From an optimization exercise on the open Yosys and OpenROAD flow, aimed at small area and a short achievable clock period; shortcuts taken in it are not production practice.
At most, simulation tests tie the RTL to the original design; equivalence was not proved.
The RTL of run 1 was laid out without a check of its function.

## flow/design.v (module list and top-level ports; edited modules follow where they fit)
// module CTE: 954 lines
// module CTE_fa: 5 lines
// module CTE_ha: 5 lines
module CTE ( clk, reset, op_mode, in_en, yuv_in, rgb_in, busy, out_valid, rgb_out, yuv_out);
  // ...
==> flow/flow/run.sh <==
#!/bin/bash
# Standard layout (the standard.sh: standard synthesis and ORFS flow), with the
# port buffers made from buf_2 instead of the default delay buffer.
set -euo pipefail
bash standard.sh "BUFFER_PORTS_ARGS=-buffer_cell sky130_fd_sc_hd__buf_2" finish > standard_flow.log 2>&1
==> flow/standard.sh <==
#!/bin/bash
# synth_recipe.tcl (not shown) runs the flow's synth.tcl, then flattens the netlist and writes it again
# the make line also repeats each setting of config.mk as NAME=value (left out here)
make -C /OpenROAD-flow-scripts/flow DESIGN_CONFIG=/design/flow/config.mk WORK_HOME=/design/flow/orfs CLKGATE_MAP_FILE= SYNTH_SCRIPT=/design/flow/synth_recipe.tcl "${@:-finish}"
==> flow/config.mk <==
export PLATFORM = sky130hd
export DESIGN_NAME = CTE
export DESIGN_NICKNAME = CTE
export VERILOG_FILES = /design/flow/design.v
export SDC_FILE = /design/flow/constraint.sdc
export NUM_CORES = 4
export LEC_CHECK = 0
export CAP_MARGIN = 20
export CORE_MARGIN = 2
export CORE_UTILIZATION = 40
export SLEW_MARGIN = 20
export SYNTH_HIERARCHICAL = 1
==> flow/constraint.sdc <==
create_clock -name core_clock -period 25.0 [get_ports {clk}]
set_input_delay 5.0000 -clock core_clock [delete_from_list [all_inputs] [get_ports {clk}]]
set_output_delay 5.0000 -clock core_clock [all_outputs]
set_load 0.01 [all_outputs]
==> summary.txt, run 1 <==
FF-to-FF End=np[12]; sequential-to-total area share from yosys stat=13.9%; Top Registers=d: 24 flops, np: 16 flops, cnt: 2 flops; largest family of logic cells by synthesized area=adder cells; Arrival @ worst endpoint=10.32 ns; Largest Register=d; footprint of the multi-input gates=6090 µm²; NonClk Buf Share=4.36%; Residual DRC=0; Rows=50; status=timing/DRC/antenna clean; Worst setup SP type=primary input; Core Area=18,700 µm²; first-pass GRT wire length=30,200 µm; Met2 Wirelength=8340 µm; Syn Inst Count=756; Synth Area in Compound Gates=15.2%; met1 Use GR=27.5%; wire per inst=17.8 µm; Inserted Diodes=0; reg-to-reg slack, setup=18.52 ns; clkbuf count=6; Post-synth top flop=dfxtp_1; Max Fclk=97.4 MHz; sequential cell count=44
==> module CTE, before the edit <==
module CTE ( clk, reset, op_mode, in_en, yuv_in, rgb_in, busy, out_valid, rgb_out, yuv_out);
input   clk ;
input   reset ;
input   op_mode;
input   in_en;
output  busy;
output  out_valid;
input   [7:0]   yuv_in;
output  [23:0]  rgb_out;
input   [23:0]  rgb_in;
output  [7:0]   yuv_out;
reg [1:0] cnt;
reg busy_r, valid_r;
reg [23:0] d;
reg [15:0] np;
assign busy = busy_r;
assign out_valid = valid_r;
wire [7:0] yy = d[7:0], uu = d[23:16], vv = d[15:8];
wire [12:0] zz = np[12:0];
wire [23:0] rgb;
assign rgb_out = rgb;
wire m0_0 = ~zz[12] & (zz[11] | zz[3]);
wire m0_1 = ~zz[12] & (zz[11] | zz[4]);
wire m0_2 = ~zz[12] & (zz[11] | zz[5]);
wire m0_3 = ~zz[12] & (zz[11] | zz[6]);
wire m0_4 = ~zz[12] & (zz[11] | zz[7]);
wire m0_5 = ~zz[12] & (zz[11] | zz[8]);
wire m0_6 = ~zz[12] & (zz[11] | zz[9]);
wire m0_7 = ~zz[12] & (zz[11] | zz[10]);
wire m0_8 = ~uu[0];
wire m0_9 = ~uu[1];
wire m0_10 = ~uu[2];
wire m0_11 = ~uu[3];
wire m0_12 = ~uu[4];
wire m0_13 = ~uu[5];
wire m0_14 = ~uu[6];
wire m0_15 = ~vv[0];
wire m0_16 = ~vv[1];
wire m0_17 = ~vv[2];
wire m0_18 = ~vv[3];
wire m0_19 = ~vv[4];
wire m0_20 = ~vv[5];
wire m0_21 = ~vv[6];
wire m0_22 = ~vv[7];
wire m0_23, m0_24;
CTE_ha m0_i25 (.a(yy[0]), .b(m0_10), .s(m0_23), .co(m0_24));
wire m0_25, m0_26;
CTE_ha m0_i27 (.a(yy[1]), .b(m0_11), .s(m0_25), .co(m0_26));
wire m0_27, m0_28;
CTE_ha m0_i29 (.a(yy[2]), .b(m0_12), .s(m0_27), .co(m0_28));
wire m0_29, m0_30;
CTE_ha m0_i31 (.a(yy[3]), .b(m0_13), .s(m0_29), .co(m0_30));
wire m0_31, m0_32;
CTE_ha m0_i33 (.a(yy[4]), .b(m0_14), .s(m0_31), .co(m0_32));
wire m0_33, m0_34;
CTE_ha m0_i35 (.a(yy[5]), .b(uu[7]), .s(m0_33), .co(m0_34));
wire m0_35, m0_36;
CTE_ha m0_i37 (.a(m0_15), .b(vv[2]), .s(m0_35), .co(m0_36));
wire m0_37, m0_38;
CTE_fa m0_i39 (.a(m0_16), .b(vv[3]), .c(m0_24), .s(m0_37), .co(m0_38));
wire m0_39, m0_40;
CTE_fa m0_i41 (.a(m0_17), .b(vv[4]), .c(m0_26), .s(m0_39), .co(m0_40));
wire m0_41, m0_42;
CTE_fa m0_i43 (.a(m0_18), .b(vv[5]), .c(m0_28), .s(m0_41), .co(m0_42));
wire m0_43, m0_44;
CTE_fa m0_i45 (.a(m0_19), .b(vv[6]), .c(m0_30), .s(m0_43), .co(m0_44));
wire m0_45, m0_46;
CTE_fa m0_i47 (.a(m0_20), .b(m0_22), .c(m0_32), .s(m0_45), .co(m0_46));
wire m0_47, m0_48;
CTE_fa m0_i49 (.a(yy[6]), .b(m0_21), .c(1'b1), .s(m0_47), .co(m0_48));
wire m0_49, m0_50;
CTE_ha m0_i51 (.a(m0_8), .b(vv[0]), .s(m0_49), .co(m0_50));
wire m0_51, m0_52;
CTE_fa m0_i53 (.a(m0_9), .b(vv[1]), .c(1'b1), .s(m0_51), .co(m0_52));
wire m0_53, m0_54;
CTE_fa m0_i55 (.a(1'b1), .b(m0_23), .c(m0_35), .s(m0_53), .co(m0_54));
wire m0_55, m0_56;
CTE_fa m0_i57 (.a(m0_36), .b(m0_25), .c(m0_37), .s(m0_55), .co(m0_56));
wire m0_57, m0_58;
CTE_fa m0_i59 (.a(m0_27), .b(m0_38), .c(m0_39), .s(m0_57), .co(m0_58));
wire m0_59, m0_60;
CTE_fa m0_i61 (.a(m0_29), .b(m0_40), .c(m0_41), .s(m0_59), .co(m0_60));
wire m0_61, m0_62;
CTE_fa m0_i63 (.a(m0_31), .b(m0_42), .c(m0_43), .s(m0_61), .co(m0_62));
wire m0_63, m0_64;
CTE_fa m0_i65 (.a(m0_33), .b(m0_44), .c(m0_45), .s(m0_63), .co(m0_64));
wire m0_65, m0_66;
CTE_fa m0_i67 (.a(m0_34), .b(m0_47), .c(m0_46), .s(m0_65), .co(m0_66));
wire m0_67, m0_68;
CTE_fa m0_i69 (.a(yy[7]), .b(vv[7]), .c(m0_48), .s(m0_67), .co(m0_68));
wire m0_69 = 1'b1 ^ m0_49;
wire m0_70 = 1'b1 & m0_49;
wire m0_71 = m0_50 ^ m0_51;
wire m0_72 = m0_50 & m0_51;
wire m0_73 = m0_52 ^ m0_53;
wire m0_74 = m0_52 & m0_53;
wire m0_75 = m0_54 ^ m0_55;
wire m0_76 = m0_54 & m0_55;
wire m0_77 = m0_56 ^ m0_57;
wire m0_78 = m0_56 & m0_57;
wire m0_79 = m0_58 ^ m0_59;
wire m0_80 = m0_58 & m0_59;
wire m0_81 = m0_60 ^ m0_61;
wire m0_82 = m0_60 & m0_61;
wire m0_83 = m0_62 ^ m0_63;
wire m0_84 = m0_62 & m0_63;
wire m0_85 = m0_64 ^ m0_65;
wire m0_86 = m0_64 & m0_65;
wire m0_87 = m0_66 ^ m0_67;
wire m0_88 = m0_66 & m0_67;
wire m0_89 = m0_68 ^ 1'b1;
wire m0_90 = m0_68 & 1'b1;
wire m0_91 = m0_74 | (m0_73 & m0_72);
wire m0_92 = m0_73 & m0_71;
wire m0_93 = m0_78 | (m0_77 & m0_76);
wire m0_94 = m0_77 & m0_75;
wire m0_95 = m0_82 | (m0_81 & m0_80);
wire m0_96 = m0_81 & m0_79;
wire m0_97 = m0_86 | (m0_85 & m0_84);
wire m0_98 = m0_85 & m0_83;
wire m0_99 = m0_90 | (m0_89 & m0_88);
wire m0_100 = m0_89 & m0_87;
wire m0_101 = m0_72 | (m0_71 & m0_70);
wire m0_102 = m0_91 | (m0_92 & m0_70);
wire m0_103 = m0_80 | (m0_79 & m0_93);
wire m0_104 = m0_79 & m0_94;
wire m0_105 = m0_95 | (m0_96 & m0_93);
wire m0_106 = m0_96 & m0_94;
wire m0_107 = m0_88 | (m0_87 & m0_97);
wire m0_108 = m0_87 & m0_98;
wire m0_109 = m0_99 | (m0_100 & m0_97);
wire m0_110 = m0_100 & m0_98;
wire m0_111 = m0_76 | (m0_75 & m0_102);
wire m0_112 = m0_93 | (m0_94 & m0_102);
wire m0_113 = m0_103 | (m0_104 & m0_102);
wire m0_114 = m0_105 | (m0_106 & m0_102);
wire m0_115 = 1'b1 & m0_109;
wire m0_116 = 1'b1 & m0_110;
wire m0_117 = m0_84 | (m0_83 & m0_114);
wire m0_118 = m0_97 | (m0_98 & m0_114);
wire m0_119 = m0_107 | (m0_108 & m0_114);
wire m0_120 = m0_109 | (m0_110 & m0_114);
wire m0_121 = m0_115 | (m0_116 & m0_114);
wire m0_122 = m0_71 ^ m0_70;
wire m0_123 = m0_73 ^ m0_101;
wire m0_124 = m0_75 ^ m0_102;
wire m0_125 = m0_77 ^ m0_111;
wire m0_126 = m0_79 ^ m0_112;
wire m0_127 = m0_81 ^ m0_113;
wire m0_128 = m0_83 ^ m0_114;
wire m0_129 = m0_85 ^ m0_117;
wire m0_130 = m0_87 ^ m0_118;
wire m0_131 = m0_89 ^ m0_119;
wire m0_132 = 1'b1 ^ m0_120;
wire m0_133 = ~m0_132 & (m0_131 | m0_123);
wire m0_134 = ~m0_132 & (m0_131 | m0_124);
wire m0_135 = ~m0_132 & (m0_131 | m0_125);
wire m0_136 = ~m0_132 & (m0_131 | m0_126);
wire m0_137 = ~m0_132 & (m0_131 | m0_127);
wire m0_138 = ~m0_132 & (m0_131 | m0_128);
wire m0_139 = ~m0_132 & (m0_131 | m0_129);
wire m0_140 = ~m0_132 & (m0_131 | m0_130);
wire m0_141 = ~uu[7];
wire m0_142 = yy[1] ^ uu[0];
wire m0_143 = yy[1] & uu[0];
wire m0_144 = yy[2] ^ uu[1];
wire m0_145 = yy[2] & uu[1];
wire m0_146 = yy[3] ^ uu[2];
wire m0_147 = yy[3] & uu[2];
wire m0_148 = yy[4] ^ uu[3];
wire m0_149 = yy[4] & uu[3];
wire m0_150 = yy[5] ^ uu[4];
wire m0_151 = yy[5] & uu[4];
wire m0_152 = yy[6] ^ uu[5];
wire m0_153 = yy[6] & uu[5];
wire m0_154 = yy[7] ^ uu[6];
wire m0_155 = yy[7] & uu[6];
wire m0_156 = m0_141 ^ 1'b1;
wire m0_157 = m0_141 & 1'b1;
wire m0_158 = m0_142 & yy[0];
wire m0_159 = m0_147 | (m0_146 & m0_145);
wire m0_160 = m0_146 & m0_144;
wire m0_161 = m0_151 | (m0_150 & m0_149);
wire m0_162 = m0_150 & m0_148;
wire m0_163 = m0_155 | (m0_154 & m0_153);
wire m0_164 = m0_154 & m0_152;
wire m0_165 = 1'b1 & m0_157;
wire m0_166 = 1'b1 & m0_156;
wire m0_167 = m0_145 | (m0_144 & m0_143);
wire m0_168 = m0_144 & m0_158;
wire m0_169 = m0_159 | (m0_160 & m0_143);
wire m0_170 = m0_160 & m0_158;
wire m0_171 = m0_153 | (m0_152 & m0_161);
wire m0_172 = m0_152 & m0_162;
wire m0_173 = m0_163 | (m0_164 & m0_161);
wire m0_174 = m0_164 & m0_162;
wire m0_175 = m0_149 | (m0_148 & m0_169);
wire m0_176 = m0_148 & m0_170;
wire m0_177 = m0_161 | (m0_162 & m0_169);
wire m0_178 = m0_162 & m0_170;
wire m0_179 = m0_171 | (m0_172 & m0_169);
wire m0_180 = m0_172 & m0_170;
wire m0_181 = m0_173 | (m0_174 & m0_169);
wire m0_182 = m0_174 & m0_170;
wire m0_183 = m0_157 | (m0_156 & m0_181);
wire m0_184 = m0_156 & m0_182;
wire m0_185 = m0_165 | (m0_166 & m0_181);
wire m0_186 = m0_166 & m0_182;
wire m0_187 = m0_144 ^ m0_143;
wire m0_188 = m0_146 ^ m0_167;
wire m0_189 = m0_148 ^ m0_169;
wire m0_190 = m0_150 ^ m0_175;
wire m0_191 = m0_152 ^ m0_177;
wire m0_192 = m0_154 ^ m0_179;
wire m0_193 = m0_156 ^ m0_181;
wire m0_194 = 1'b1 ^ m0_183;
wire m0_195 = ~m0_194 & (m0_193 | yy[0]);
wire m0_196 = ~m0_194 & (m0_193 | m0_142);
wire m0_197 = ~m0_194 & (m0_193 | m0_187);
wire m0_198 = ~m0_194 & (m0_193 | m0_188);
wire m0_199 = ~m0_194 & (m0_193 | m0_189);
wire m0_200 = ~m0_194 & (m0_193 | m0_190);
wire m0_201 = ~m0_194 & (m0_193 | m0_191);
wire m0_202 = ~m0_194 & (m0_193 | m0_192);
assign rgb = {m0_7, m0_6, m0_5, m0_4, m0_3, m0_2, m0_1, m0_0, m0_140, m0_139, m0_138, m0_137, m0_136, m0_135, m0_134, m0_133, m0_202, m0_201, m0_200, m0_199, m0_198, m0_197, m0_196, m0_195};
wire [7:0] ir = rgb_in[23:16], ig = rgb_in[15:8], ib = rgb_in[7:0];
wire [7:0] dr = d[23:16], dg = d[15:8], db = d[7:0];
wire su = op_mode & (cnt == 2'd0), sy = op_mode & cnt[0], sv = op_mode & (cnt == 2'd2), sz = ~op_mode;
wire [15:0] na;
wire [7:0] q;
assign yuv_out = q;
wire ea_0 = (su & ir[0]) | (sv & dr[0]);
wire ea_1 = (su & ir[1]) | (sv & dr[1]) | (sy & dr[0]);
wire ea_2 = (su & ir[2]) | (sv & dr[2]) | (sy & dr[1]);
wire ea_3 = (su & ir[3]) | (sv & dr[3]) | (sy & dr[2]);
wire ea_4 = (su & ir[4]) | (sv & dr[4]) | (sy & dr[3]);
wire ea_5 = (su & ir[5]) | (sv & dr[5]) | (sy & dr[4]);
wire ea_6 = (su & ir[6]) | (sv & dr[6]) | (sy & dr[5]);
wire ea_7 = (su & ir[7]) | (sv & dr[7]) | (sy & dr[6]);
wire ea_8 = (sy & dr[7]);
wire ea_9 = (su & ~ir[0]) | (sy & dr[0]);
wire ea_10 = (su & ~ir[1]) | (sy & dr[1]) | (sv & dr[0]);
wire ea_11 = (su & ~ir[2]) | (sy & dr[2]) | (sv & dr[1]);
wire ea_12 = (su & ~ir[3]) | (sy & dr[3]) | (sv & dr[2]);
wire ea_13 = (su & ~ir[4]) | (sy & dr[4]) | (sv & dr[3]);
wire ea_14 = (su & ~ir[5]) | (sy & dr[5]) | (sv & dr[4]);
wire ea_15 = (su & ~ir[6]) | (sy & dr[6]) | (sv & dr[5]);
wire ea_16 = (su & ~ir[7]) | (sy & dr[7]) | (sv & dr[6]);
wire ea_17 = (sv & dr[7]);
wire ea_18 = (sz & dg[0]);
wire ea_19 = (sz & dg[1]);
wire ea_20 = (sz & dg[2]);
wire ea_21 = (sz & dg[3]);
wire ea_22 = (sz & dg[4]);
wire ea_23 = (sz & dg[5]);
wire ea_24 = (sy & dg[0]) | (su & ~ig[0]) | (sv & ~dg[0]) | (sz & dg[6]);
wire ea_25 = (sy & dg[1]) | (su & ~ig[1]) | (sv & ~dg[1]) | (sz & ~dg[7]);
wire ea_26 = (sy & dg[2]) | (su & ~ig[2]) | (sv & ~dg[2]);
wire ea_27 = (sy & dg[3]) | (su & ~ig[3]) | (sv & ~dg[3]);
wire ea_28 = (sy & dg[4]) | (su & ~ig[4]) | (sv & ~dg[4]);
wire ea_29 = (sy & dg[5]) | (su & ~ig[5]) | (sv & ~dg[5]);
wire ea_30 = (sy & dg[6]) | (su & ~ig[6]) | (sv & ~dg[6]);
wire ea_31 = (sy & dg[7]) | (su & ~ig[7]) | (sv & ~dg[7]);
wire ea_32 = (su & ig[0]) | ((sy|sz) & dg[0]);
wire ea_33 = (su & ig[1]) | ((sy|sz) & dg[1]);
wire ea_34 = (su & ig[2]) | ((sy|sz) & dg[2]);
wire ea_35 = (su & ig[3]) | ((sy|sz) & dg[3]);
wire ea_36 = (su & ig[4]) | ((sy|sz) & dg[4]);
wire ea_37 = (su & ig[5]) | ((sy|sz) & dg[5]);
wire ea_38 = (su & ig[6]) | ((sy|sz) & dg[6]);
wire ea_39 = (su & ig[7]) | (sy & dg[7]) | (sz & ~dg[7]);
wire ea_40 = (su & ig[0]) | (sz & dg[0]);
wire ea_41 = (su & ig[1]) | (sz & dg[1]);
wire ea_42 = (su & ig[2]) | (sz & dg[2]);
wire ea_43 = (su & ig[3]) | (sz & dg[3]) | (sy & dg[0]);
wire ea_44 = (su & ig[4]) | (sz & dg[4]) | (sy & dg[1]);
wire ea_45 = (su & ig[5]) | (sz & dg[5]) | (sy & dg[2]);
wire ea_46 = (su & ig[6]) | (sz & dg[6]) | (sy & dg[3]);
wire ea_47 = (su & ig[7]) | (sz & ~dg[7]) | (sy & dg[4]);
wire ea_48 = (sy & dg[5]);
wire ea_49 = (sy & dg[6]);
wire ea_50 = (sy & dg[7]);
wire ea_51 = (su & ib[0]) | ((sy|sz) & db[0]) | (sv & ~db[0]);
wire ea_52 = (su & ib[1]) | ((sy|sz) & db[1]) | (sv & ~db[1]);
wire ea_53 = (su & ib[2]) | ((sy|sz) & db[2]) | (sv & ~db[2]);
wire ea_54 = (su & ib[3]) | ((sy|sz) & db[3]) | (sv & ~db[3]);
wire ea_55 = (su & ib[4]) | ((sy|sz) & db[4]) | (sv & ~db[4]);
wire ea_56 = (su & ib[5]) | ((sy|sz) & db[5]) | (sv & ~db[5]);
wire ea_57 = (su & ib[6]) | ((sy|sz) & db[6]) | (sv & ~db[6]);
wire ea_58 = (su & ib[7]) | ((sy|sz) & db[7]) | (sv & ~db[7]);
wire ea_59 = (su & ib[0]) | (sy & db[0]);
wire ea_60 = (su & ib[1]) | (sy & db[1]);
wire ea_61 = (su & ib[2]) | (sy & db[2]);
wire ea_62 = (su & ib[3]) | (sy & db[3]);
wire ea_63 = (su & ib[4]) | (sy & db[4]);
wire ea_64 = (su & ib[5]) | (sy & db[5]);
wire ea_65 = (su & ib[6]) | (sy & db[6]);
wire ea_66 = (su & ib[7]) | (sy & db[7]);
wire ea_67 = (sy & db[0]);
wire ea_68 = (sy & db[1]);
wire ea_69 = (sy & db[2]);
wire ea_70 = (sy & db[3]);
wire ea_71 = (sy & db[4]);
wire ea_72 = (sy & db[5]);
wire ea_73 = (su & ib[0]) | (sy & db[6]);
wire ea_74 = (su & ib[1]) | (sy & db[7]);
wire ea_75 = (su & ib[2]);
wire ea_76 = (su & ib[3]);
wire ea_77 = (su & ib[4]);
wire ea_78 = (su & ib[5]);
wire ea_79 = (su & ib[6]);
wire ea_80 = (su & ib[7]);
wire ea_81 = su|sy|sv;
wire ea_82 = su|sy|sv;
wire ea_83 = sz;
wire ea_84 = sv;
wire ea_85 = su|sy|sv;
wire ea_86 = su;
wire ea_87 = sy;
wire ea_88 = sy|sz;
wire ea_89 = su|sv|sz;
wire ea_90 = su|sy|sv;
wire ea_91 = sv|sz;
wire ea_92 = su|sy|sz;
wire ea_93 = su|sz;
wire ea_94 = su|sy|sz;
wire ea_95 = su|sz;
wire ea_96, ea_97;
CTE_fa ea_i98 (.a(ea_0), .b(ea_21), .c(ea_32), .s(ea_96), .co(ea_97));
wire ea_98, ea_99;
CTE_fa ea_i100 (.a(ea_1), .b(ea_22), .c(ea_33), .s(ea_98), .co(ea_99));
wire ea_100, ea_101;
CTE_ha ea_i102 (.a(ea_42), .b(ea_52), .s(ea_100), .co(ea_101));
wire ea_102, ea_103;
CTE_fa ea_i104 (.a(ea_2), .b(ea_9), .c(ea_23), .s(ea_102), .co(ea_103));
wire ea_104, ea_105;
CTE_fa ea_i106 (.a(ea_34), .b(ea_43), .c(ea_53), .s(ea_104), .co(ea_105));
wire ea_106, ea_107;
CTE_ha ea_i108 (.a(ea_62), .b(ea_72), .s(ea_106), .co(ea_107));
wire ea_108, ea_109;
CTE_fa ea_i110 (.a(ea_3), .b(ea_10), .c(ea_24), .s(ea_108), .co(ea_109));
wire ea_110, ea_111;
CTE_fa ea_i112 (.a(ea_35), .b(ea_44), .c(ea_54), .s(ea_110), .co(ea_111));
wire ea_112, ea_113;
CTE_fa ea_i114 (.a(ea_63), .b(ea_73), .c(ea_87), .s(ea_112), .co(ea_113));
wire ea_114, ea_115;
CTE_fa ea_i116 (.a(ea_4), .b(ea_11), .c(ea_25), .s(ea_114), .co(ea_115));
wire ea_116, ea_117;
CTE_fa ea_i118 (.a(ea_36), .b(ea_45), .c(ea_55), .s(ea_116), .co(ea_117));
wire ea_118, ea_119;
CTE_fa ea_i120 (.a(ea_64), .b(ea_74), .c(ea_88), .s(ea_118), .co(ea_119));
wire ea_120, ea_121;
CTE_fa ea_i122 (.a(ea_5), .b(ea_12), .c(ea_26), .s(ea_120), .co(ea_121));
wire ea_122, ea_123;
CTE_fa ea_i124 (.a(ea_37), .b(ea_46), .c(ea_56), .s(ea_122), .co(ea_123));
wire ea_124, ea_125;
CTE_fa ea_i126 (.a(ea_65), .b(ea_75), .c(ea_89), .s(ea_124), .co(ea_125));
wire ea_126, ea_127;
CTE_fa ea_i128 (.a(ea_6), .b(ea_13), .c(ea_27), .s(ea_126), .co(ea_127));
wire ea_128, ea_129;
CTE_fa ea_i130 (.a(ea_38), .b(ea_47), .c(ea_57), .s(ea_128), .co(ea_129));
wire ea_130, ea_131;
CTE_fa ea_i132 (.a(ea_66), .b(ea_76), .c(ea_90), .s(ea_130), .co(ea_131));
wire ea_132, ea_133;
CTE_fa ea_i134 (.a(ea_7), .b(ea_14), .c(ea_28), .s(ea_132), .co(ea_133));
wire ea_134, ea_135;
CTE_fa ea_i136 (.a(ea_39), .b(ea_48), .c(ea_58), .s(ea_134), .co(ea_135));
wire ea_136, ea_137;
CTE_fa ea_i138 (.a(ea_8), .b(ea_15), .c(ea_29), .s(ea_136), .co(ea_137));
wire ea_138, ea_139;
CTE_ha ea_i140 (.a(ea_20), .b(ea_40), .s(ea_138), .co(ea_139));
wire ea_140, ea_141;
CTE_fa ea_i142 (.a(ea_41), .b(ea_51), .c(ea_60), .s(ea_140), .co(ea_141));
wire ea_142, ea_143;
CTE_ha ea_i144 (.a(ea_70), .b(ea_84), .s(ea_142), .co(ea_143));
wire ea_144, ea_145;
CTE_fa ea_i146 (.a(ea_61), .b(ea_71), .c(ea_85), .s(ea_144), .co(ea_145));
wire ea_146, ea_147;
CTE_fa ea_i148 (.a(ea_97), .b(ea_98), .c(ea_100), .s(ea_146), .co(ea_147));
wire ea_148, ea_149;
CTE_fa ea_i150 (.a(ea_86), .b(ea_99), .c(ea_101), .s(ea_148), .co(ea_149));
wire ea_150, ea_151;
CTE_fa ea_i152 (.a(ea_102), .b(ea_104), .c(ea_106), .s(ea_150), .co(ea_151));
wire ea_152, ea_153;
CTE_fa ea_i154 (.a(ea_103), .b(ea_105), .c(ea_107), .s(ea_152), .co(ea_153));
wire ea_154, ea_155;
CTE_fa ea_i156 (.a(ea_108), .b(ea_110), .c(ea_112), .s(ea_154), .co(ea_155));
wire ea_156, ea_157;
CTE_fa ea_i158 (.a(ea_109), .b(ea_111), .c(ea_113), .s(ea_156), .co(ea_157));
wire ea_158, ea_159;
CTE_fa ea_i160 (.a(ea_114), .b(ea_116), .c(ea_118), .s(ea_158), .co(ea_159));
wire ea_160, ea_161;
CTE_fa ea_i162 (.a(ea_115), .b(ea_117), .c(ea_119), .s(ea_160), .co(ea_161));
wire ea_162, ea_163;
CTE_fa ea_i164 (.a(ea_120), .b(ea_122), .c(ea_124), .s(ea_162), .co(ea_163));
wire ea_164, ea_165;
CTE_fa ea_i166 (.a(ea_121), .b(ea_123), .c(ea_125), .s(ea_164), .co(ea_165));
wire ea_166, ea_167;
CTE_fa ea_i168 (.a(ea_126), .b(ea_128), .c(ea_130), .s(ea_166), .co(ea_167));
wire ea_168, ea_169;
CTE_fa ea_i170 (.a(ea_77), .b(ea_127), .c(ea_129), .s(ea_168), .co(ea_169));
wire ea_170, ea_171;
CTE_fa ea_i172 (.a(ea_131), .b(ea_132), .c(ea_134), .s(ea_170), .co(ea_171));
wire ea_172, ea_173;
CTE_fa ea_i174 (.a(ea_49), .b(ea_78), .c(ea_91), .s(ea_172), .co(ea_173));
wire ea_174, ea_175;
CTE_fa ea_i176 (.a(ea_133), .b(ea_135), .c(ea_136), .s(ea_174), .co(ea_175));
wire ea_176, ea_177;
CTE_fa ea_i178 (.a(ea_16), .b(ea_30), .c(ea_50), .s(ea_176), .co(ea_177));
wire ea_178, ea_179;
CTE_fa ea_i180 (.a(ea_79), .b(ea_92), .c(ea_137), .s(ea_178), .co(ea_179));
wire ea_180, ea_181;
CTE_fa ea_i182 (.a(ea_17), .b(ea_31), .c(ea_80), .s(ea_180), .co(ea_181));
wire ea_182, ea_183;
CTE_ha ea_i184 (.a(ea_59), .b(ea_69), .s(ea_182), .co(ea_183));
wire ea_184, ea_185;
CTE_fa ea_i186 (.a(ea_139), .b(ea_96), .c(ea_140), .s(ea_184), .co(ea_185));
wire ea_186, ea_187;
CTE_fa ea_i188 (.a(ea_141), .b(ea_143), .c(ea_144), .s(ea_186), .co(ea_187));
wire ea_188, ea_189;
CTE_fa ea_i190 (.a(ea_145), .b(ea_147), .c(ea_148), .s(ea_188), .co(ea_189));
wire ea_190, ea_191;
CTE_fa ea_i192 (.a(ea_149), .b(ea_151), .c(ea_152), .s(ea_190), .co(ea_191));
wire ea_192, ea_193;
CTE_fa ea_i194 (.a(ea_153), .b(ea_155), .c(ea_156), .s(ea_192), .co(ea_193));
wire ea_194, ea_195;
CTE_fa ea_i196 (.a(ea_157), .b(ea_159), .c(ea_160), .s(ea_194), .co(ea_195));
wire ea_196, ea_197;
CTE_fa ea_i198 (.a(ea_161), .b(ea_163), .c(ea_164), .s(ea_196), .co(ea_197));
wire ea_198, ea_199;
CTE_fa ea_i200 (.a(ea_165), .b(ea_167), .c(ea_168), .s(ea_198), .co(ea_199));
wire ea_200, ea_201;
CTE_fa ea_i202 (.a(ea_172), .b(ea_169), .c(ea_171), .s(ea_200), .co(ea_201));
wire ea_202, ea_203;
CTE_fa ea_i204 (.a(ea_173), .b(ea_176), .c(ea_175), .s(ea_202), .co(ea_203));
wire ea_204, ea_205;
CTE_fa ea_i206 (.a(ea_93), .b(ea_177), .c(ea_180), .s(ea_204), .co(ea_205));
wire ea_206, ea_207;
CTE_ha ea_i208 (.a(ea_18), .b(ea_67), .s(ea_206), .co(ea_207));
wire ea_208, ea_209;
CTE_fa ea_i210 (.a(ea_19), .b(ea_68), .c(ea_82), .s(ea_208), .co(ea_209));
wire ea_210, ea_211;
CTE_fa ea_i212 (.a(ea_83), .b(ea_138), .c(ea_182), .s(ea_210), .co(ea_211));
wire ea_212, ea_213;
CTE_fa ea_i214 (.a(ea_183), .b(ea_142), .c(ea_184), .s(ea_212), .co(ea_213));
wire ea_214, ea_215;
CTE_fa ea_i216 (.a(ea_185), .b(ea_146), .c(ea_186), .s(ea_214), .co(ea_215));
wire ea_216, ea_217;
CTE_fa ea_i218 (.a(ea_187), .b(ea_150), .c(ea_188), .s(ea_216), .co(ea_217));
wire ea_218, ea_219;
CTE_fa ea_i220 (.a(ea_154), .b(ea_189), .c(ea_190), .s(ea_218), .co(ea_219));
wire ea_220, ea_221;
CTE_fa ea_i222 (.a(ea_158), .b(ea_191), .c(ea_192), .s(ea_220), .co(ea_221));
wire ea_222, ea_223;
CTE_fa ea_i224 (.a(ea_162), .b(ea_193), .c(ea_194), .s(ea_222), .co(ea_223));
wire ea_224, ea_225;
CTE_fa ea_i226 (.a(ea_166), .b(ea_195), .c(ea_196), .s(ea_224), .co(ea_225));
wire ea_226, ea_227;
CTE_fa ea_i228 (.a(ea_170), .b(ea_197), .c(ea_198), .s(ea_226), .co(ea_227));
wire ea_228, ea_229;
CTE_fa ea_i230 (.a(ea_174), .b(ea_199), .c(ea_200), .s(ea_228), .co(ea_229));
wire ea_230, ea_231;
CTE_fa ea_i232 (.a(ea_178), .b(ea_201), .c(ea_202), .s(ea_230), .co(ea_231));
wire ea_232, ea_233;
CTE_fa ea_i234 (.a(ea_179), .b(ea_204), .c(ea_203), .s(ea_232), .co(ea_233));
wire ea_234, ea_235;
CTE_fa ea_i236 (.a(ea_94), .b(ea_181), .c(ea_205), .s(ea_234), .co(ea_235));
wire ea_236 = ea_81 ^ ea_206;
wire ea_237 = ea_81 & ea_206;
wire ea_238 = ea_207 ^ ea_208;
wire ea_239 = ea_207 & ea_208;
wire ea_240 = ea_209 ^ ea_210;
wire ea_241 = ea_209 & ea_210;
wire ea_242 = ea_211 ^ ea_212;
wire ea_243 = ea_211 & ea_212;
wire ea_244 = ea_213 ^ ea_214;
wire ea_245 = ea_213 & ea_214;
wire ea_246 = ea_215 ^ ea_216;
wire ea_247 = ea_215 & ea_216;
wire ea_248 = ea_217 ^ ea_218;
wire ea_249 = ea_217 & ea_218;
wire ea_250 = ea_219 ^ ea_220;
wire ea_251 = ea_219 & ea_220;
wire ea_252 = ea_221 ^ ea_222;
wire ea_253 = ea_221 & ea_222;
wire ea_254 = ea_223 ^ ea_224;
wire ea_255 = ea_223 & ea_224;
wire ea_256 = ea_225 ^ ea_226;
wire ea_257 = ea_225 & ea_226;
wire ea_258 = ea_227 ^ ea_228;
wire ea_259 = ea_227 & ea_228;
wire ea_260 = ea_229 ^ ea_230;
wire ea_261 = ea_229 & ea_230;
wire ea_262 = ea_231 ^ ea_232;
wire ea_263 = ea_231 & ea_232;
wire ea_264 = ea_233 ^ ea_234;
wire ea_265 = ea_233 & ea_234;
wire ea_266 = ea_235 ^ ea_95;
wire ea_267 = ea_235 & ea_95;
wire ea_268 = ea_239 | (ea_238 & ea_237);
wire ea_269 = ea_238 & ea_236;
wire ea_270 = ea_241 | (ea_240 & ea_239);
wire ea_271 = ea_240 & ea_238;
wire ea_272 = ea_243 | (ea_242 & ea_241);
wire ea_273 = ea_242 & ea_240;
wire ea_274 = ea_245 | (ea_244 & ea_243);
wire ea_275 = ea_244 & ea_242;
wire ea_276 = ea_247 | (ea_246 & ea_245);
wire ea_277 = ea_246 & ea_244;
wire ea_278 = ea_249 | (ea_248 & ea_247);
wire ea_279 = ea_248 & ea_246;
wire ea_280 = ea_251 | (ea_250 & ea_249);
wire ea_281 = ea_250 & ea_248;
wire ea_282 = ea_253 | (ea_252 & ea_251);
wire ea_283 = ea_252 & ea_250;
wire ea_284 = ea_255 | (ea_254 & ea_253);
wire ea_285 = ea_254 & ea_252;
wire ea_286 = ea_257 | (ea_256 & ea_255);
wire ea_287 = ea_256 & ea_254;
wire ea_288 = ea_259 | (ea_258 & ea_257);
wire ea_289 = ea_258 & ea_256;
wire ea_290 = ea_261 | (ea_260 & ea_259);
wire ea_291 = ea_260 & ea_258;
wire ea_292 = ea_263 | (ea_262 & ea_261);
wire ea_293 = ea_262 & ea_260;
wire ea_294 = ea_265 | (ea_264 & ea_263);
wire ea_295 = ea_264 & ea_262;
wire ea_296 = ea_267 | (ea_266 & ea_265);
wire ea_297 = ea_266 & ea_264;
wire ea_298 = ea_270 | (ea_271 & ea_237);
wire ea_299 = ea_271 & ea_236;
wire ea_300 = ea_272 | (ea_273 & ea_268);
wire ea_301 = ea_273 & ea_269;
wire ea_302 = ea_274 | (ea_275 & ea_270);
wire ea_303 = ea_275 & ea_271;
wire ea_304 = ea_276 | (ea_277 & ea_272);
wire ea_305 = ea_277 & ea_273;
wire ea_306 = ea_278 | (ea_279 & ea_274);
wire ea_307 = ea_279 & ea_275;
wire ea_308 = ea_280 | (ea_281 & ea_276);
wire ea_309 = ea_281 & ea_277;
wire ea_310 = ea_282 | (ea_283 & ea_278);
wire ea_311 = ea_283 & ea_279;
wire ea_312 = ea_284 | (ea_285 & ea_280);
wire ea_313 = ea_285 & ea_281;
wire ea_314 = ea_286 | (ea_287 & ea_282);
wire ea_315 = ea_287 & ea_283;
wire ea_316 = ea_288 | (ea_289 & ea_284);
wire ea_317 = ea_289 & ea_285;
wire ea_318 = ea_290 | (ea_291 & ea_286);
wire ea_319 = ea_291 & ea_287;
wire ea_320 = ea_292 | (ea_293 & ea_288);
wire ea_321 = ea_293 & ea_289;
wire ea_322 = ea_294 | (ea_295 & ea_290);
wire ea_323 = ea_295 & ea_291;
wire ea_324 = ea_296 | (ea_297 & ea_292);
wire ea_325 = ea_297 & ea_293;
wire ea_326 = ea_302 | (ea_303 & ea_237);
wire ea_327 = ea_303 & ea_236;
wire ea_328 = ea_304 | (ea_305 & ea_268);
wire ea_329 = ea_305 & ea_269;
wire ea_330 = ea_306 | (ea_307 & ea_298);
wire ea_331 = ea_307 & ea_299;
wire ea_332 = ea_308 | (ea_309 & ea_300);
wire ea_333 = ea_309 & ea_301;
wire ea_334 = ea_310 | (ea_311 & ea_302);
wire ea_335 = ea_311 & ea_303;
wire ea_336 = ea_312 | (ea_313 & ea_304);
wire ea_337 = ea_313 & ea_305;
wire ea_338 = ea_314 | (ea_315 & ea_306);
wire ea_339 = ea_315 & ea_307;
wire ea_340 = ea_316 | (ea_317 & ea_308);
wire ea_341 = ea_317 & ea_309;
wire ea_342 = ea_318 | (ea_319 & ea_310);
wire ea_343 = ea_319 & ea_311;
wire ea_344 = ea_320 | (ea_321 & ea_312);
wire ea_345 = ea_321 & ea_313;
wire ea_346 = ea_322 | (ea_323 & ea_314);
wire ea_347 = ea_323 & ea_315;
wire ea_348 = ea_324 | (ea_325 & ea_316);
wire ea_349 = ea_325 & ea_317;
wire ea_350 = ea_334 | (ea_335 & ea_237);
wire ea_351 = ea_335 & ea_236;
wire ea_352 = ea_336 | (ea_337 & ea_268);
wire ea_353 = ea_337 & ea_269;
wire ea_354 = ea_338 | (ea_339 & ea_298);
wire ea_355 = ea_339 & ea_299;
wire ea_356 = ea_340 | (ea_341 & ea_300);
wire ea_357 = ea_341 & ea_301;
wire ea_358 = ea_342 | (ea_343 & ea_326);
wire ea_359 = ea_343 & ea_327;
wire ea_360 = ea_344 | (ea_345 & ea_328);
wire ea_361 = ea_345 & ea_329;
wire ea_362 = ea_346 | (ea_347 & ea_330);
wire ea_363 = ea_347 & ea_331;
wire ea_364 = ea_348 | (ea_349 & ea_332);
wire ea_365 = ea_349 & ea_333;
wire ea_366 = ea_238 ^ ea_237;
wire ea_367 = ea_240 ^ ea_268;
wire ea_368 = ea_242 ^ ea_298;
wire ea_369 = ea_244 ^ ea_300;
wire ea_370 = ea_246 ^ ea_326;
wire ea_371 = ea_248 ^ ea_328;
wire ea_372 = ea_250 ^ ea_330;
wire ea_373 = ea_252 ^ ea_332;
wire ea_374 = ea_254 ^ ea_350;
wire ea_375 = ea_256 ^ ea_352;
wire ea_376 = ea_258 ^ ea_354;
wire ea_377 = ea_260 ^ ea_356;
wire ea_378 = ea_262 ^ ea_358;
wire ea_379 = ea_264 ^ ea_360;
wire ea_380 = ea_266 ^ ea_362;
assign na = {ea_380, ea_379, ea_378, ea_377, ea_376, ea_375, ea_374, ea_373, ea_372, ea_371, ea_370, ea_369, ea_368, ea_367, ea_366, ea_236};
wire eb_n236 = np[0];
wire eb_n366 = np[1];
wire eb_n367 = np[2];
wire eb_n368 = np[3];
wire eb_n369 = np[4];
wire eb_n370 = np[5];
wire eb_n371 = np[6];
wire eb_n372 = np[7];
wire eb_n373 = np[8];
wire eb_n374 = np[9];
wire eb_n375 = np[10];
wire eb_n376 = np[11];
wire eb_n377 = np[12];
wire eb_n378 = np[13];
wire eb_n379 = np[14];
wire eb_n380 = np[15];
wire eb_0, eb_1;
CTE_ha eb_i2 (.a(eb_n236), .b(eb_n366), .s(eb_0), .co(eb_1));
wire eb_2, eb_3;
CTE_fa eb_i4 (.a(eb_n366), .b(eb_n367), .c(eb_n371), .s(eb_2), .co(eb_3));
wire eb_4, eb_5;
CTE_fa eb_i6 (.a(eb_n367), .b(eb_n368), .c(eb_n372), .s(eb_4), .co(eb_5));
wire eb_6, eb_7;
CTE_fa eb_i8 (.a(eb_n368), .b(eb_n369), .c(eb_n373), .s(eb_6), .co(eb_7));
wire eb_8, eb_9;
CTE_ha eb_i10 (.a(eb_n369), .b(eb_n370), .s(eb_8), .co(eb_9));
wire eb_10, eb_11;
CTE_ha eb_i12 (.a(eb_n368), .b(eb_n369), .s(eb_10), .co(eb_11));
wire eb_12, eb_13;
CTE_fa eb_i14 (.a(eb_n236), .b(eb_n369), .c(eb_n370), .s(eb_12), .co(eb_13));
wire eb_14, eb_15;
CTE_ha eb_i16 (.a(eb_n372), .b(eb_n375), .s(eb_14), .co(eb_15));
wire eb_16, eb_17;
CTE_fa eb_i18 (.a(eb_0), .b(eb_n370), .c(eb_n371), .s(eb_16), .co(eb_17));
wire eb_18, eb_19;
CTE_fa eb_i20 (.a(eb_n373), .b(eb_n376), .c(eb_n377), .s(eb_18), .co(eb_19));
wire eb_20, eb_21;
CTE_fa eb_i22 (.a(eb_1), .b(eb_n372), .c(eb_n374), .s(eb_20), .co(eb_21));
wire eb_22, eb_23;
CTE_fa eb_i24 (.a(eb_n377), .b(eb_n378), .c(eb_2), .s(eb_22), .co(eb_23));
wire eb_24, eb_25;
CTE_fa eb_i26 (.a(eb_n373), .b(eb_3), .c(eb_n375), .s(eb_24), .co(eb_25));
wire eb_26, eb_27;
CTE_fa eb_i28 (.a(eb_n378), .b(eb_n379), .c(eb_4), .s(eb_26), .co(eb_27));
wire eb_28, eb_29;
CTE_fa eb_i30 (.a(eb_5), .b(eb_n374), .c(eb_n376), .s(eb_28), .co(eb_29));
wire eb_30, eb_31;
CTE_fa eb_i32 (.a(eb_n379), .b(eb_n380), .c(eb_6), .s(eb_30), .co(eb_31));
wire eb_32, eb_33;
CTE_fa eb_i34 (.a(eb_8), .b(eb_7), .c(eb_n374), .s(eb_32), .co(eb_33));
wire eb_34, eb_35;
CTE_fa eb_i36 (.a(eb_n375), .b(eb_n377), .c(eb_n380), .s(eb_34), .co(eb_35));
wire eb_36, eb_37;
CTE_fa eb_i38 (.a(eb_n370), .b(eb_9), .c(eb_n371), .s(eb_36), .co(eb_37));
wire eb_38, eb_39;
CTE_fa eb_i40 (.a(eb_n375), .b(eb_n376), .c(eb_n378), .s(eb_38), .co(eb_39));
wire eb_40, eb_41;
CTE_fa eb_i42 (.a(eb_n371), .b(eb_n372), .c(eb_n376), .s(eb_40), .co(eb_41));
wire eb_42, eb_43;
CTE_ha eb_i44 (.a(eb_n377), .b(eb_n379), .s(eb_42), .co(eb_43));
wire eb_44, eb_45;
CTE_fa eb_i46 (.a(eb_n372), .b(eb_n373), .c(eb_n377), .s(eb_44), .co(eb_45));
wire eb_46, eb_47;
CTE_ha eb_i48 (.a(eb_n378), .b(eb_n380), .s(eb_46), .co(eb_47));
wire eb_48, eb_49;
CTE_fa eb_i50 (.a(eb_n373), .b(eb_n374), .c(eb_n378), .s(eb_48), .co(eb_49));
wire eb_50, eb_51;
CTE_ha eb_i52 (.a(eb_n374), .b(eb_n375), .s(eb_50), .co(eb_51));
wire eb_52, eb_53;
CTE_ha eb_i54 (.a(eb_10), .b(eb_n371), .s(eb_52), .co(eb_53));
wire eb_54, eb_55;
CTE_fa eb_i56 (.a(eb_11), .b(eb_12), .c(eb_n376), .s(eb_54), .co(eb_55));
wire eb_56, eb_57;
CTE_fa eb_i58 (.a(eb_13), .b(eb_16), .c(eb_15), .s(eb_56), .co(eb_57));
wire eb_58, eb_59;
CTE_fa eb_i60 (.a(eb_17), .b(eb_19), .c(eb_20), .s(eb_58), .co(eb_59));
wire eb_60, eb_61;
CTE_fa eb_i62 (.a(eb_21), .b(eb_23), .c(eb_24), .s(eb_60), .co(eb_61));
wire eb_62, eb_63;
CTE_fa eb_i64 (.a(eb_25), .b(eb_27), .c(eb_28), .s(eb_62), .co(eb_63));
wire eb_64, eb_65;
CTE_fa eb_i66 (.a(eb_29), .b(eb_31), .c(eb_32), .s(eb_64), .co(eb_65));
wire eb_66, eb_67;
CTE_fa eb_i68 (.a(eb_36), .b(eb_33), .c(eb_35), .s(eb_66), .co(eb_67));
wire eb_68, eb_69;
CTE_fa eb_i70 (.a(eb_37), .b(eb_39), .c(eb_40), .s(eb_68), .co(eb_69));
wire eb_70, eb_71;
CTE_fa eb_i72 (.a(eb_41), .b(eb_43), .c(eb_44), .s(eb_70), .co(eb_71));
wire eb_72, eb_73;
CTE_fa eb_i74 (.a(eb_n379), .b(eb_45), .c(eb_47), .s(eb_72), .co(eb_73));
wire eb_74, eb_75;
CTE_fa eb_i76 (.a(eb_n379), .b(eb_n380), .c(eb_49), .s(eb_74), .co(eb_75));
wire eb_76, eb_77;
CTE_fa eb_i78 (.a(eb_n375), .b(eb_n376), .c(eb_n380), .s(eb_76), .co(eb_77));
wire eb_78, eb_79;
CTE_ha eb_i80 (.a(eb_n374), .b(eb_n375), .s(eb_78), .co(eb_79));
wire eb_80, eb_81;
CTE_fa eb_i82 (.a(eb_53), .b(eb_14), .c(eb_54), .s(eb_80), .co(eb_81));
wire eb_82, eb_83;
CTE_fa eb_i84 (.a(eb_55), .b(eb_18), .c(eb_56), .s(eb_82), .co(eb_83));
wire eb_84, eb_85;
CTE_fa eb_i86 (.a(eb_22), .b(eb_57), .c(eb_58), .s(eb_84), .co(eb_85));
wire eb_86, eb_87;
CTE_fa eb_i88 (.a(eb_26), .b(eb_59), .c(eb_60), .s(eb_86), .co(eb_87));
wire eb_88, eb_89;
CTE_fa eb_i90 (.a(eb_30), .b(eb_61), .c(eb_62), .s(eb_88), .co(eb_89));
wire eb_90, eb_91;
CTE_fa eb_i92 (.a(eb_34), .b(eb_63), .c(eb_64), .s(eb_90), .co(eb_91));
wire eb_92, eb_93;
CTE_fa eb_i94 (.a(eb_38), .b(eb_65), .c(eb_66), .s(eb_92), .co(eb_93));
wire eb_94, eb_95;
CTE_fa eb_i96 (.a(eb_42), .b(eb_67), .c(eb_68), .s(eb_94), .co(eb_95));
wire eb_96, eb_97;
CTE_fa eb_i98 (.a(eb_46), .b(eb_69), .c(eb_70), .s(eb_96), .co(eb_97));
wire eb_98, eb_99;
CTE_fa eb_i100 (.a(eb_48), .b(eb_71), .c(eb_72), .s(eb_98), .co(eb_99));
wire eb_100, eb_101;
CTE_fa eb_i102 (.a(eb_50), .b(eb_73), .c(eb_74), .s(eb_100), .co(eb_101));
wire eb_102, eb_103;
CTE_fa eb_i104 (.a(eb_51), .b(eb_76), .c(eb_75), .s(eb_102), .co(eb_103));
wire eb_104, eb_105;
CTE_fa eb_i106 (.a(eb_n376), .b(eb_n377), .c(eb_77), .s(eb_104), .co(eb_105));
wire eb_106, eb_107;
CTE_ha eb_i108 (.a(eb_n377), .b(eb_n378), .s(eb_106), .co(eb_107));
wire eb_108, eb_109;
CTE_ha eb_i110 (.a(eb_n378), .b(eb_n379), .s(eb_108), .co(eb_109));
wire eb_110, eb_111;
CTE_ha eb_i112 (.a(eb_n379), .b(eb_n380), .s(eb_110), .co(eb_111));
wire eb_112 = eb_52 ^ eb_78;
wire eb_113 = eb_52 & eb_78;
wire eb_114 = eb_79 ^ eb_80;
wire eb_115 = eb_79 & eb_80;
wire eb_116 = eb_81 ^ eb_82;
wire eb_117 = eb_81 & eb_82;
wire eb_118 = eb_83 ^ eb_84;
wire eb_119 = eb_83 & eb_84;
wire eb_120 = eb_85 ^ eb_86;
wire eb_121 = eb_85 & eb_86;
wire eb_122 = eb_87 ^ eb_88;
wire eb_123 = eb_87 & eb_88;
wire eb_124 = eb_89 ^ eb_90;
wire eb_125 = eb_89 & eb_90;
wire eb_126 = eb_91 ^ eb_92;
wire eb_127 = eb_91 & eb_92;
wire eb_128 = eb_93 ^ eb_94;
wire eb_129 = eb_93 & eb_94;
wire eb_130 = eb_95 ^ eb_96;
wire eb_131 = eb_95 & eb_96;
wire eb_132 = eb_97 ^ eb_98;
wire eb_133 = eb_97 & eb_98;
wire eb_134 = eb_99 ^ eb_100;
wire eb_135 = eb_99 & eb_100;
wire eb_136 = eb_101 ^ eb_102;
wire eb_137 = eb_101 & eb_102;
wire eb_138 = eb_103 ^ eb_104;
wire eb_139 = eb_103 & eb_104;
wire eb_140 = eb_105 ^ eb_106;
wire eb_141 = eb_105 & eb_106;
wire eb_142 = eb_107 ^ eb_108;
wire eb_143 = eb_107 & eb_108;
wire eb_144 = eb_109 ^ eb_110;
wire eb_145 = eb_109 & eb_110;
wire eb_146 = eb_111 ^ eb_n380;
wire eb_147 = eb_111 & eb_n380;
wire eb_148 = eb_115 | (eb_114 & eb_113);
wire eb_149 = eb_114 & eb_112;
wire eb_150 = eb_117 | (eb_116 & eb_115);
wire eb_151 = eb_116 & eb_114;
wire eb_152 = eb_119 | (eb_118 & eb_117);
wire eb_153 = eb_118 & eb_116;
wire eb_154 = eb_121 | (eb_120 & eb_119);
wire eb_155 = eb_120 & eb_118;
wire eb_156 = eb_123 | (eb_122 & eb_121);
wire eb_157 = eb_122 & eb_120;
wire eb_158 = eb_125 | (eb_124 & eb_123);
wire eb_159 = eb_124 & eb_122;
wire eb_160 = eb_127 | (eb_126 & eb_125);
wire eb_161 = eb_126 & eb_124;
wire eb_162 = eb_129 | (eb_128 & eb_127);
wire eb_163 = eb_128 & eb_126;
wire eb_164 = eb_131 | (eb_130 & eb_129);
wire eb_165 = eb_130 & eb_128;
wire eb_166 = eb_133 | (eb_132 & eb_131);
wire eb_167 = eb_132 & eb_130;
wire eb_168 = eb_135 | (eb_134 & eb_133);
wire eb_169 = eb_134 & eb_132;
wire eb_170 = eb_137 | (eb_136 & eb_135);
wire eb_171 = eb_136 & eb_134;
wire eb_172 = eb_139 | (eb_138 & eb_137);
wire eb_173 = eb_138 & eb_136;
wire eb_174 = eb_141 | (eb_140 & eb_139);
wire eb_175 = eb_140 & eb_138;
wire eb_176 = eb_143 | (eb_142 & eb_141);
wire eb_177 = eb_142 & eb_140;
wire eb_178 = eb_145 | (eb_144 & eb_143);
wire eb_179 = eb_144 & eb_142;
wire eb_180 = eb_147 | (eb_146 & eb_145);
wire eb_181 = eb_146 & eb_144;
wire eb_182 = eb_150 | (eb_151 & eb_113);
wire eb_183 = eb_151 & eb_112;
wire eb_184 = eb_152 | (eb_153 & eb_148);
wire eb_185 = eb_153 & eb_149;
wire eb_186 = eb_154 | (eb_155 & eb_150);
wire eb_187 = eb_155 & eb_151;
wire eb_188 = eb_156 | (eb_157 & eb_152);
wire eb_189 = eb_157 & eb_153;
wire eb_190 = eb_158 | (eb_159 & eb_154);
wire eb_191 = eb_159 & eb_155;
wire eb_192 = eb_160 | (eb_161 & eb_156);
wire eb_193 = eb_161 & eb_157;
wire eb_194 = eb_162 | (eb_163 & eb_158);
wire eb_195 = eb_163 & eb_159;
wire eb_196 = eb_164 | (eb_165 & eb_160);
wire eb_197 = eb_165 & eb_161;
wire eb_198 = eb_166 | (eb_167 & eb_162);
wire eb_199 = eb_167 & eb_163;
wire eb_200 = eb_168 | (eb_169 & eb_164);
wire eb_201 = eb_169 & eb_165;
wire eb_202 = eb_170 | (eb_171 & eb_166);
wire eb_203 = eb_171 & eb_167;
wire eb_204 = eb_172 | (eb_173 & eb_168);
wire eb_205 = eb_173 & eb_169;
wire eb_206 = eb_174 | (eb_175 & eb_170);
wire eb_207 = eb_175 & eb_171;
wire eb_208 = eb_176 | (eb_177 & eb_172);
wire eb_209 = eb_177 & eb_173;
wire eb_210 = eb_178 | (eb_179 & eb_174);
wire eb_211 = eb_179 & eb_175;
wire eb_212 = eb_180 | (eb_181 & eb_176);
wire eb_213 = eb_181 & eb_177;
wire eb_214 = eb_186 | (eb_187 & eb_113);
wire eb_215 = eb_187 & eb_112;
wire eb_216 = eb_188 | (eb_189 & eb_148);
wire eb_217 = eb_189 & eb_149;
wire eb_218 = eb_190 | (eb_191 & eb_182);
wire eb_219 = eb_191 & eb_183;
wire eb_220 = eb_192 | (eb_193 & eb_184);
wire eb_221 = eb_193 & eb_185;
wire eb_222 = eb_194 | (eb_195 & eb_186);
wire eb_223 = eb_195 & eb_187;
wire eb_224 = eb_196 | (eb_197 & eb_188);
wire eb_225 = eb_197 & eb_189;
wire eb_226 = eb_198 | (eb_199 & eb_190);
wire eb_227 = eb_199 & eb_191;
wire eb_228 = eb_200 | (eb_201 & eb_192);
wire eb_229 = eb_201 & eb_193;
wire eb_230 = eb_202 | (eb_203 & eb_194);
wire eb_231 = eb_203 & eb_195;
wire eb_232 = eb_204 | (eb_205 & eb_196);
wire eb_233 = eb_205 & eb_197;
wire eb_234 = eb_206 | (eb_207 & eb_198);
wire eb_235 = eb_207 & eb_199;
wire eb_236 = eb_208 | (eb_209 & eb_200);
wire eb_237 = eb_209 & eb_201;
wire eb_238 = eb_210 | (eb_211 & eb_202);
wire eb_239 = eb_211 & eb_203;
wire eb_240 = eb_212 | (eb_213 & eb_204);
wire eb_241 = eb_213 & eb_205;
wire eb_242 = eb_222 | (eb_223 & eb_113);
wire eb_243 = eb_223 & eb_112;
wire eb_244 = eb_224 | (eb_225 & eb_148);
wire eb_245 = eb_225 & eb_149;
wire eb_246 = eb_226 | (eb_227 & eb_182);
wire eb_247 = eb_227 & eb_183;
wire eb_248 = eb_228 | (eb_229 & eb_184);
wire eb_249 = eb_229 & eb_185;
wire eb_250 = eb_230 | (eb_231 & eb_214);
wire eb_251 = eb_231 & eb_215;
wire eb_252 = eb_232 | (eb_233 & eb_216);
wire eb_253 = eb_233 & eb_217;
wire eb_254 = eb_234 | (eb_235 & eb_218);
wire eb_255 = eb_235 & eb_219;
wire eb_256 = eb_236 | (eb_237 & eb_220);
wire eb_257 = eb_237 & eb_221;
wire eb_258 = eb_238 | (eb_239 & eb_222);
wire eb_259 = eb_239 & eb_223;
wire eb_260 = eb_240 | (eb_241 & eb_224);
wire eb_261 = eb_241 & eb_225;
wire eb_262 = eb_258 | (eb_259 & eb_113);
wire eb_263 = eb_259 & eb_112;
wire eb_264 = eb_260 | (eb_261 & eb_148);
wire eb_265 = eb_261 & eb_149;
wire eb_266 = eb_114 ^ eb_113;
wire eb_267 = eb_116 ^ eb_148;
wire eb_268 = eb_118 ^ eb_182;
wire eb_269 = eb_120 ^ eb_184;
wire eb_270 = eb_122 ^ eb_214;
wire eb_271 = eb_124 ^ eb_216;
wire eb_272 = eb_126 ^ eb_218;
wire eb_273 = eb_128 ^ eb_220;
wire eb_274 = eb_130 ^ eb_242;
wire eb_275 = eb_132 ^ eb_244;
wire eb_276 = eb_134 ^ eb_246;
wire eb_277 = eb_136 ^ eb_248;
wire eb_278 = eb_138 ^ eb_250;
wire eb_279 = eb_140 ^ eb_252;
wire eb_280 = eb_142 ^ eb_254;
wire eb_281 = eb_144 ^ eb_256;
wire eb_282 = eb_146 ^ eb_262;
assign q = {~eb_282, eb_281, eb_280, eb_279, eb_278, eb_277, eb_276, eb_275};
always @(posedge clk or posedge reset) begin
    if (reset) begin
        cnt <= 2'd0;
        busy_r <= 1'b0;
        valid_r <= 1'b0;
    end else if (op_mode) begin
        if (in_en) begin
            cnt <= cnt + 2'd1;
            busy_r <= ~cnt[0];
            valid_r <= 1'b1;
        end
    end else begin
        if (busy_r && valid_r) begin
            busy_r <= 1'b0;
            valid_r <= 1'b0;
        end else if (busy_r && cnt == 2'd0) begin
            valid_r <= 1'b1;
        end else if (busy_r) begin
            busy_r <= 1'b0;
            valid_r <= 1'b1;
        end else if (in_en) begin
            cnt <= cnt + 2'd1;
            if (cnt[1]) busy_r <= 1'b1;
            if (cnt == 2'd3) valid_r <= 1'b0;
        end
    end
end
always @(posedge clk) begin
    if (op_mode) begin
        if (in_en && !cnt[0]) d <= rgb_in;
        if (in_en) np <= na;
    end else begin
        np <= na;
    end
    if (!op_mode && in_en && !busy_r) begin
        if (cnt == 2'd0) d[23:16] <= yuv_in;
        if (cnt == 2'd2) d[15:8] <= yuv_in;
        if (cnt[0]) d[7:0] <= yuv_in;
    end
end
endmodule
==> inputs of run 2 (changes only) <==
--- a/flow/design.v
+++ b/flow/design.v
@@ -226,7 +226,8 @@
 assign rgb = {m0_7, m0_6, m0_5, m0_4, m0_3, m0_2, m0_1, m0_0, m0_140, m0_139, m0_138, m0_137, m0_136, m0_135, m0_134, m0_133, m0_202, m0_201, m0_200, m0_199, m0_198, m0_197, m0_196, m0_195};
 wire [7:0] ir = rgb_in[23:16], ig = rgb_in[15:8], ib = rgb_in[7:0];
 wire [7:0] dr = d[23:16], dg = d[15:8], db = d[7:0];
-wire su = op_mode & (cnt == 2'd0), sy = op_mode & cnt[0], sv = op_mode & (cnt == 2'd2), sz = ~op_mode;
+wire sz = ((cnt == 2'd3) & ~(busy_r & valid_r)) | ((cnt == 2'd0) & busy_r);
+wire su = (cnt == 2'd0) & ~busy_r, sy = cnt[0] & ~sz, sv = (cnt == 2'd2);
 wire [15:0] na;
 wire [7:0] q;
 assign yuv_out = q;
@@ -940,13 +941,10 @@
     end
 end
 always @(posedge clk) begin
+    if (in_en || sz) np <= na;
     if (op_mode) begin
         if (in_en && !cnt[0]) d <= rgb_in;
-        if (in_en) np <= na;
-    end else begin
-        np <= na;
-    end
-    if (!op_mode && in_en && !busy_r) begin
+    end else if (in_en && !busy_r) begin
         if (cnt == 2'd0) d[23:16] <= yuv_in;
         if (cnt == 2'd2) d[15:8] <= yuv_in;
         if (cnt[0]) d[7:0] <= yuv_in;
--- a/flow/config.mk
+++ b/flow/config.mk
@@ -5,6 +5,7 @@
 export SDC_FILE = /design/flow/constraint.sdc
 export NUM_CORES = 4
 export LEC_CHECK = 0
+export ABC_CLOCK_PERIOD_IN_PS = 4500
 export CAP_MARGIN = 20
 export CORE_MARGIN = 2
 export CORE_UTILIZATION = 40
==> run 2 against run 1 <==
Compared with the run above:
- global-route usage is 1.3 points lower
- flip-flop and latch count unchanged
- register-to-register slack better by 0.31 ns
- count of clock-buffer cells in the layout did not move
- utilization barely moved
- setup slack better by 0.88 ns
- first-iteration DRC count decreased by 25%
- critical path type is now flip-flop to output pin
- critical endpoint is now yuv_out[7]
- largest cell class unchanged
==> summary.txt, run 2 <==
status=timing/DRC/antenna clean; Max Fclk=107 MHz (+9.4%); clock skew=0.00476 ns; Top Registers=d: 24 flops, np: 16 flops, cnt: 2 flops; die width=142 µm; post-CTS sizing=0; commonest cells in the netlist=128 x fa_1, 115 x nand2_1, 77 x ha_1; Worst setup SP type=flip-flop; die height=142 µm; most frequent cells in the layout=128 x fa_1, 115 x nand2_1, 77 x ha_1; FF-to-FF End=np[13]; R2R depth=16; layout cells sized above 1=11.1%; fraction of the cycle the final worst path needs=37.5%; routability cong.=0.851; Seq cells post-synth=44; Unique masters post-synth=55; non-filler cells, final=1,000; worst min path class=flip-flop to flip-flop; Tot GR Track Use=17.7%; input/output buffers=69; Num CTS Buffers=5; clk latency of the worst-skew pair=0.29 ns; vias in the first global route=5,402; Final Max Tran Viols=0; grt total ovfl=0; sequential-to-total area share from yosys stat=17.1% (+3.2 points); Fin. Hold Viols=0; RR Startpoint=cnt[0]; Initial DRC Count=342; slew margin rel.=29.1%; Post-DRT Antenna Nets=0; total vias in the final route=5,349; Die Area=20,200 µm²; # setup viols final=0; reg-to-reg slack, setup=18.83 ns (+0.31 ns); Layout area overhead=6.37%; post-synth top area cell=fa_1; Core Area=18,700 µm² (unchanged); CP Cell Sequence=fa_1, fa_1, fa_1, fa_1, ha_1, a21oi_1, o21ai_1, o21ai_1, a21oi_1, a2111oi_0, a221oi_1, buf_2; Initial Utilization=40.7%; Post-DP HPWL=14,400 µm; Max stage delay on crit path=0.59 ns; maxcap violations=0; Syn Area/Cell=10.3 µm²; Cell Area, Synth=7620 µm²; worst endpoint required time=20.00 ns; number of I/O pins=70; H-tree level count=2; placed insts=992; vias per cell=5.35; max FFs per register=24; WP depth=12; CP Capture Point=yuv_out[7]; Post-CTS Setup Repair Bufs=0; critical path class=flip-flop to output pin; largest net degree at the start of global routing=41; clock slew at reported path FFs=0.07 ns; RSZ-0062 raised after global routing=no; CP top delay family=adder cells; top post-synthesis cells by area=fa_1 34%, edfxtp_1 16%, ha_1 13%; Largest Register=d; commonest non-fill, non-tap cell in the layout=fa_1; synth warn=7; Syn Inst Count=738 (-2.4%); initial antenna violation count=0; wire per inst=17.1 µm (-4.1%); Critical Path Fanout Max=6; Max Root-Sink Buffers=2; Slowest cell on crit path=edfxtp_1; Final #Nets=1,006; ys async rst share=9.09%; first-pass GRT wire length=28,200 µm (-6.6%); measured slew at the worst slew-check pin=1.06 ns; count of buffer and inverter cells on the critical path=1; Yosys top cell area share=33.6%; Routed WL=17,100 µm; top-count cell post-synth=fa_1; critical path capture point type=output pin; Finished Core Util=43.3%; Sink Count=44; Residual DRC=0 (unchanged); crit path launch=np[8]; CTS root buf=clkbuf_16; Rows=50 (unchanged); Inserted Diodes=0 (unchanged); Post-synth top flop=edfxtp_1; Arrival @ worst endpoint=4.39 ns (-5.93 ns); min cycle time layout=9.39 ns; CTS tree=yes; CTS Hold Bufs=0; WHS=0.598 ns; Setup TNS=0 ns; Post-synth EDFFs=40; drt first pass iters=5; CP most frequent cell=fa_1
-- run 2: cell types whose count changed after synthesis, sizes merged, moves of 4 or more --
cell,previous run,this run
nand2,78,115
o21ai,44,13
dfxtp,24,0
edfxtp,16,40
mux2i,24,0
and3,15,1
nor2,47,33
and2,3,14
buf,42,31
nand2b,8,17
clkbuf,15,22
a211o,10,5
inv,35,39
nor2b,0,4
-- run 2: per-module statistics from Yosys (local to each module, per instance) --
| module | flip-flops and latches | cells | area (µm²) |
|---|---|---|---|
| CTE | 44 | 589 | 4830 |
| CTE_fa | 0 | 1 | 20.0 |
| CTE_ha | 0 | 1 | 12.5 |
-- run 2: worst min-delay path by stage --
stage | start | endpoint | slack [ns] | cells after the start
6_report | cnt[0] | cnt[0] | 0.60 | 1
5_1_grt | cnt[1] | cnt[1] | 0.65 | 1
4_1_cts | cnt[0] | cnt[0] | 0.59 | 1
3_5_place_dp | cnt[0] | cnt[0] | 0.58 | 1
3_3_place_gp | cnt[0] | cnt[0] | 0.58 | 1
2_1_floorplan | cnt[0] | cnt[0] | 0.53 | 1
-- run 2: through the flow --
stage          setup WS [ns]  area, µm²
4_1_cts                15.55       8110
6_report               15.61       8110
3_5_place_dp           15.90       7970
3_3_place_gp           15.99       7970
2_1_floorplan          16.25       7630
5_1_grt                15.31       8110
-- run 2: logic make-up after synthesis --
group                    count (synthesis)  share of synthesized area (%)
XOR/XNOR                                32                           3.68
other                                    1                         0.0492
flip-flops                              44                           17.1
buffers and inverters                   93                           6.11
adder cells (fa/ha/maj)                212                           47.2
AND/OR/NAND/NOR                        215                           12.6
AO/OA/AOI/OAI                          139                           13.0
multiplexers                             2                          0.295
-- run 2: routing by layer --
metal  track usage, %  up-vias  share of wire [%]
li1                 -     2573                  -
met1             26.6     2635                 48
met2             28.4      134                 47
met3             2.42        7                4.8
met4             1.84        0               0.40
met5                0        -                  0
-- run 2: final cells by class --
type,count,area (µm²)
timing repair buffer,71,360
clock inverter,2,11.3
multi-input combinational,603,5860
clock buffer,6,129
fill,1805,10600
sequential,44,1300
tap,234,293
inverter,40,150

[re-timing with driven ports]
How much do the figures lean on ideal ports? The routed layouts below were timed once more, with nothing changed but the port constraints. Step 1 sets driving cells, clkbuf_16 on the clock port and buf_2 on the other inputs (assumed; they add their load-dependent delay and slew). Step 2 adds t to the input delays and takes it off the output delays; t is the mean of the earliest and latest rising clock arrival at the registers after step 1. Input paths then give back, and output paths get back, about the clock's delay inside the block. Slacks: no drivers / after step 1 / after step 2; pairs: no drivers / after step 1.
run	t, ns	slack for setup (ns)	worst setup path after step 2	clock arrival spread, ns	worst data-port slew with drivers (ns)
run 1	0.334	14.730 / 14.751 / 14.418	input to register	0.010 / 0.009	0.04
run 2	0.327	15.614 / 15.576 / 15.903	register to output	0.005 / 0.004	0.04
After both steps every run listed still meets setup and hold. For run 1, which loses most, drivers alone change the setup slack by +0.021 ns; drivers and shift together by -0.312 ns.
